Source: an optimization exercise on an open RTL-to-GDS flow (aim: a short achievable clock period and few clock cycles per item). Production flows keep margins and buffers that such runs may drop.
Function was checked by simulation only, so behaviour that the tests miss may differ from the original.
Power is estimated from default activity; no workload was simulated.

==> job 9518 <==
// cross_bar
module cross_bar
#(parameter N=31) 
(
	input clk,
	input reset,
	input req0,
	input [N:0] addr0,
	input cmd0,
	input [N:0] wdata0,
	input req1,
	input [N:0] addr1,
	input cmd1,
	input [N:0] wdata1,
	input slv0_ack,
	input [N:0] slv0_rdata,
	input slv1_ack,
	input [N:0] slv1_rdata,
	output slv0_req,
	output [N:0] slv0_addr,
	output slv0_cmd,
	output [N:0] slv0_wdata,
	output slv1_req,
	output [N:0] slv1_addr,
	output slv1_cmd,
	output [N:0] slv1_wdata,
	output ack0,
	output [N:0] rdata0,
	output ack1,
	output [N:0] rdata1
);
wire g00, g10, g01, g11;
arbiter #(.N(N), .HOME_HI(1'b0)) a0 (
	.clk(clk), .reset(reset),
	.hreq(req0), .haddr(addr0), .hcmd(cmd0), .hwdata(wdata0),
	.oreq(req1), .oaddr(addr1), .ocmd(cmd1), .owdata(wdata1),
	.slv_req(slv0_req), .slv_addr(slv0_addr), .slv_cmd(slv0_cmd), .slv_wdata(slv0_wdata),
	.grant_h(g00), .grant_o(g10));
arbiter #(.N(N), .HOME_HI(1'b1)) a1 (
	.clk(clk), .reset(reset),
	.hreq(req1), .haddr(addr1), .hcmd(cmd1), .hwdata(wdata1),
	.oreq(req0), .oaddr(addr0), .ocmd(cmd0), .owdata(wdata0),
	.slv_req(slv1_req), .slv_addr(slv1_addr), .slv_cmd(slv1_cmd), .slv_wdata(slv1_wdata),
	.grant_h(g11), .grant_o(g01));
reg t00, t10, t01, t11;
reg rs0, rs1;
always @(posedge clk, posedge reset)
begin
if (reset) begin
	t00 <= 1'b0; t10 <= 1'b0; t01 <= 1'b0; t11 <= 1'b0;
	rs0 <= 1'b0; rs1 <= 1'b0;
end
else begin
	t00 <= g00; t10 <= g10; t01 <= g01; t11 <= g11;
	rs0 <= t01; rs1 <= t11;
end
end
assign ack0 = (slv0_ack & t00) | (slv1_ack & t01);
assign ack1 = (slv0_ack & t10) | (slv1_ack & t11);
assign rdata0 = rs0 ? slv1_rdata : slv0_rdata;
assign rdata1 = rs1 ? slv1_rdata : slv0_rdata;
endmodule
==> module arbiter, before the edit <==
module arbiter
#(parameter N = 31, parameter HOME_HI = 1'b0)
(
	input clk,
	input reset,
	input hreq, input [N:0] haddr, input hcmd, input [N:0] hwdata,
	input oreq, input [N:0] oaddr, input ocmd, input [N:0] owdata,
	output slv_req,
	output [N:0] slv_addr,
	output slv_cmd,
	output [N:0] slv_wdata,
	output grant_h,    
	output grant_o     
);
reg ovr;  
wire home   = (haddr[N] == HOME_HI) & ~ovr;
wire o_want = oreq & (oaddr[N] == HOME_HI);
assign grant_h   = hreq & home;
assign grant_o   = o_want & ~home;
assign slv_req   = home ? hreq   : o_want;
assign slv_addr  = home ? haddr  : oaddr;
assign slv_cmd   = home ? hcmd   : ocmd;
assign slv_wdata = home ? hwdata : owdata;
always @(posedge clk, posedge reset)
	if (reset) ovr <= 1'b0;
	else       ovr <= o_want & home;
endmodule
export LEC_CHECK = 0
export CAP_MARGIN = 20
export CORE_AREA = 4 4 136 136
export DIE_AREA = 0 0 140 140
export SETUP_SLACK_MARGIN = 2.5
export SLEW_MARGIN = 20
create_clock -name core_clock -period 4.0 [get_ports {clk}]
run.sh (not shown) runs the stock make flow with config.mk's settings and CLKGATE_MAP_FILE= SYNTH_SCRIPT=/design/flow/synth_recipe.tcl, a recipe that flattens the netlist after the stock synthesis.
==> job 6957: changes against job 9518 <==
--- a/flow/design.v
+++ b/flow/design.v
@@ -13,17 +13,18 @@
 	output grant_o     
 );
 reg ovr;  
-wire home   = (haddr[N] == HOME_HI) & ~ovr;
+wire h_want = hreq & (haddr[N] == HOME_HI);
 wire o_want = oreq & (oaddr[N] == HOME_HI);
-assign grant_h   = hreq & home;
-assign grant_o   = o_want & ~home;
-assign slv_req   = home ? hreq   : o_want;
-assign slv_addr  = home ? haddr  : oaddr;
-assign slv_cmd   = home ? hcmd   : ocmd;
-assign slv_wdata = home ? hwdata : owdata;
+wire sel_o  = ~h_want | ovr;
+assign grant_h = h_want & ~ovr;
+assign grant_o = o_want & sel_o;
+assign slv_req   = grant_h | grant_o;
+assign slv_addr  = sel_o ? oaddr  : haddr;
+assign slv_cmd   = sel_o ? ocmd   : hcmd;
+assign slv_wdata = sel_o ? owdata : hwdata;
 always @(posedge clk, posedge reset)
 	if (reset) ovr <= 1'b0;
-	else       ovr <= o_want & home;
+	else       ovr <= o_want & ~sel_o;
 endmodule
 module cross_bar
 #(parameter N=31) 
==> notes.md <==
metric	job 9518	job 6957
Outcome	complete, no violations	complete, no violations
Critical R2R Launch	a1.ovr$_DFF_PP0_	a0.ovr$_DFF_PP0_
Count of different cell masters after synthesis	16	17
Total of fill cells in the finished design	1408	1499
Switching share of power	31.54%	31.00%
Cells after synthesis	242	237
Length of routed met2 wiring	12.95 mm	11.76 mm
Clock buffer instance count of the final layout	4	3
Simple logic cell fraction of the synthesized area	2.362%	2.921%
Crit path time final	2.740 ns	2.925 ns
Power per cell area	170.4 nW/um^2	161.2 nW/um^2
Final Cell Area	9542 sq um	9096 sq um
Yosys top cell area share	66.32%	78.88%
Fraction of met3 tracks used by global routing	4.131%	5.394%
Syn nets	442	437
Combinational power	1370 uW	1210 uW
Comb pwr share	84.0%	82.6%
Fin worst setup slack	1.260 ns	1.075 ns
Effective utilization at floorplan	15.42%	15.21%
Testbench counts of job 9518, summed over its fixed seeds: cycles 24,007, items 24,000.
Testbench counts of job 6957, summed over its fixed seeds: cycles 24,007, items 24,000.

-- re-timing with driven ports --
The results above use ideal ports. As a check the final layouts listed here were re-extracted and re-timed, cells and wires unchanged. Step 1, drivers: a clkbuf_16 drives clk and a buf_2 each remaining input, both assumed. Step 2, shift: input delay + t, output delay - t, t = (earliest + latest rising clock arrival at the registers) / 2. This alone moves slack from input paths to output paths. Slacks: no drivers / after step 1 / after step 2; pairs: no drivers / after step 1.
run | t (ns) | setup slack, ns | worst setup path at the end
job 9518 | 0.258 | 1.260 / 1.219 / 1.219 | input to output
job 6957 | 0.262 | 1.075 / 1.030 / 1.030 | input to output
After both steps setup and hold are still met in every run listed. The setup slack of job 6957, which loses most, moves by -0.045 ns with the drivers and by -0.045 ns with both steps.
